What follows belongs to an exercise in optimizing a design on an open flow for small area; a production flow would make more cautious choices.
The RTL was checked by simulation tests, not by an equivalence proof against the original design.

==> module fifo, before the edit <==
module fifo (
    input  wire       clk,
    input  wire       rst_n,
    input  wire       i_wr_en,
    input  wire [7:0] i_wr_data,
    input  wire       i_rd_en,
    input  wire [2:0] i_bit_sel,
    output wire       o_rd_bit,
    output wire [7:0] o_rd_data,
    output wire       o_full,
    output wire       o_almost_full,
    output wire       o_empty
);
    reg  [127:0] mem;
    reg  [4:0]   nq;
    wire [4:0]   head = ~nq;
    assign o_empty       = ~nq[4];
    assign o_full        = (nq == 5'd16);
    assign o_almost_full = nq[4] & (nq[3:0] < 4'd3);
    wire do_wr = i_wr_en & ~o_full;
    wire do_rd = i_rd_en & ~o_empty;
    always @(posedge clk)
        if (do_wr) mem <= {mem[119:0], i_wr_data};
    always @(posedge clk or negedge rst_n) begin
        if (!rst_n) nq <= 5'd0;
        else if (do_wr & ~do_rd) nq <= nq - 5'd1;
        else if (do_rd & ~do_wr) nq <= nq + 5'd1;
    end
    assign o_rd_data = mem[head[3:0]*8 +: 8];
    assign o_rd_bit  = mem[{head[3:0], i_bit_sel}];
endmodule
==> module uart_rx, before the edit <==
module uart_rx (
    input  wire       clk,
    input  wire       rst_n,
    input  wire       rx_tick,
    input  wire [1:0] i_num_bit_data,
    input  wire       i_parity_en,
    input  wire       i_parity_type,
    input  wire       i_rx_serial,
    output reg  [7:0] o_data,
    output reg        o_rx_done,
    output wire       o_parity_err
);
    reg [1:0] sync_reg;
    reg [3:0] st;
    reg [3:0] tick_cnt;
    reg       parity;
    wire      rx   = sync_reg[1];
    wire      mid  = rx_tick & (tick_cnt == 4'd7);
    wire      endb = rx_tick & (tick_cnt == 4'd15);
    wire      last = st[2] & (st[1:0] == i_num_bit_data);
    wire [2:0] top = {1'b1, i_num_bit_data};
    assign o_parity_err = i_parity_en & (parity ^ i_parity_type) &
                          ((st == 4'b0010 && tick_cnt[3]) || st == 4'b0011 || o_rx_done);
    always @(posedge clk or negedge rst_n) begin
        if (!rst_n) begin
            sync_reg     <= 2'b11;
            st           <= 4'b0000;
            o_rx_done    <= 1'b0;
        end else begin
            sync_reg  <= {sync_reg[0], i_rx_serial};
            o_rx_done <= (st == 4'b0011) & endb;
            if (st == 4'b0000) begin
                if (!rx) st <= 4'b0001;
            end else if (endb) begin
                if (st == 4'b0001)      st <= 4'b1000;
                else if (st == 4'b0010) st <= 4'b0011;
                else if (st == 4'b0011) st <= 4'b0000;
                else if (last)          st <= i_parity_en ? 4'b0010 : 4'b0011;
                else                    st <= st + 4'd1;
            end
        end
    end
    wire [8:0] ext = {1'b0, o_data};
    integer i;
    always @(posedge clk) begin
        if (st == 4'b0000) begin
            tick_cnt <= 4'd0;
            parity   <= 1'b0;
        end else if (rx_tick) begin
            tick_cnt <= tick_cnt + 4'd1;
        end
        if ((st[3] || st == 4'b0010) && mid)
            parity <= parity ^ rx;
        if (st[3] && mid) begin
            for (i = 0; i < 8; i = i + 1)
                if (i == top)      o_data[i] <= rx;
                else if (i > top)  o_data[i] <= 1'b0;
                else               o_data[i] <= ext[i + 1];
        end
    end
endmodule
clock: 20.0 ns
lec_check: 0
cap_margin: 20
core_margin: 2
core_utilization: 65
slew_margin: 20
standard.sh (not shown) runs the stock make flow with config.mk's settings and CLKGATE_MAP_FILE= SYNTH_SCRIPT=/design/flow/synth_recipe.tcl, a recipe that flattens the netlist after the stock synthesis.
==> flow/flow/run.sh <==
#!/bin/bash
# Standard layout with smaller port buffers and a clock tree without dummy loads.
set -euo pipefail
export BUFFER_PORTS_ARGS="-buffer_cell sky130_fd_sc_hd__buf_1"
export CTS_ARGS="-sink_clustering_enable -repair_clock_nets -dont_use_dummy_load -buf_list {sky130_fd_sc_hd__clkbuf_8} -sink_clustering_size 18 -sink_clustering_max_diameter 60"
bash standard.sh > standard.log 2>&1
Rerun with:
--- a/flow/design.v
+++ b/flow/design.v
@@ -41,16 +41,23 @@
     assign o_full        = (nq == 5'd16);
     assign o_almost_full = nq[4] & (nq[3:0] < 4'd3);
     wire do_wr = i_wr_en & ~o_full;
     wire do_rd = i_rd_en & ~o_empty;
     always @(posedge clk)
         if (do_wr) mem <= {mem[119:0], i_wr_data};
+    wire       chg = do_wr ^ do_rd;
+    reg  [4:0] tog;
+    integer k;
+    always @(*) begin
+        tog[0] = chg;
+        for (k = 1; k < 5; k = k + 1)
+            tog[k] = tog[k-1] & (nq[k-1] ~^ do_rd);
+    end
     always @(posedge clk or negedge rst_n) begin
         if (!rst_n) nq <= 5'd0;
-        else if (do_wr & ~do_rd) nq <= nq - 5'd1;
-        else if (do_rd & ~do_wr) nq <= nq + 5'd1;
+        else nq <= nq ^ tog;
     end
     assign o_rd_data = mem[head[3:0]*8 +: 8];
     assign o_rd_bit  = mem[{head[3:0], i_bit_sel}];
 endmodule
 module uart_tx (
     input  wire       clk,
@@ -101,49 +108,49 @@
     input  wire       rx_tick,
     input  wire [1:0] i_num_bit_data,
     input  wire       i_parity_en,
     input  wire       i_parity_type,
     input  wire       i_rx_serial,
     output reg  [7:0] o_data,
-    output reg        o_rx_done,
+    output wire       o_rx_done,
     output wire       o_parity_err
 );
     reg [1:0] sync_reg;
     reg [3:0] st;
     reg [3:0] tick_cnt;
     reg       parity;
     wire      rx   = sync_reg[1];
     wire      mid  = rx_tick & (tick_cnt == 4'd7);
     wire      endb = rx_tick & (tick_cnt == 4'd15);
     wire      last = st[2] & (st[1:0] == i_num_bit_data);
     wire [2:0] top = {1'b1, i_num_bit_data};
+    wire      idle = ~st[3] & ~st[1] & ~st[0];
+    assign o_rx_done = st[2] & ~st[3];
     assign o_parity_err = i_parity_en & (parity ^ i_parity_type) &
                           ((st == 4'b0010 && tick_cnt[3]) || st == 4'b0011 || o_rx_done);
     always @(posedge clk or negedge rst_n) begin
         if (!rst_n) begin
             sync_reg     <= 2'b11;
             st           <= 4'b0000;
-            o_rx_done    <= 1'b0;
         end else begin
             sync_reg  <= {sync_reg[0], i_rx_serial};
-            o_rx_done <= (st == 4'b0011) & endb;
-            if (st == 4'b0000) begin
-                if (!rx) st <= 4'b0001;
+            if (idle) begin
+                st <= rx ? 4'b0000 : 4'b0001;
             end else if (endb) begin
                 if (st == 4'b0001)      st <= 4'b1000;
                 else if (st == 4'b0010) st <= 4'b0011;
-                else if (st == 4'b0011) st <= 4'b0000;
+                else if (st == 4'b0011) st <= 4'b0100;
                 else if (last)          st <= i_parity_en ? 4'b0010 : 4'b0011;
                 else                    st <= st + 4'd1;
             end
         end
     end
     wire [8:0] ext = {1'b0, o_data};
     integer i;
     always @(posedge clk) begin
-        if (st == 4'b0000) begin
+        if (idle) begin
             tick_cnt <= 4'd0;
             parity   <= 1'b0;
         end else if (rx_tick) begin
             tick_cnt <= tick_cnt + 4'd1;
         end
         if ((st[3] || st == 4'b0010) && mid)
The changed run finished clean.
Synthesized cell count fell by a few percent.
Setup slack barely changes.
Area after synthesis falls slightly.
First-iteration DRC count shrinks slightly.
Via count fell by a few percent.
Maximum frequency is about the same.

-- separate check: timing with driven ports --
How much do the figures lean on ideal ports? The routed layouts below were timed once more, with nothing changed but the port constraints.
Step 1 sets driving cells, clkbuf_16 on the clock port and buf_2 on the other inputs (assumed; they add their load-dependent delay and slew).
Step 2 moves the port delays by t, midway between the first and last clock arrival at a register: inputs arrive t later, outputs are due t later. That takes back most of the time a late clock gives input paths.
Three values: ideal ports, drivers, drivers and shift; two values: the first two.
run	t (ns)	slack for setup (ns)	worst setup path after step 2	cell pins on the clock port's net
the first run	0.564	11.358 / 11.336 / 11.336	input to output	1
the second run	0.565	11.359 / 11.337 / 11.337	input to output	1
After both steps setup and hold are still met in every run listed.
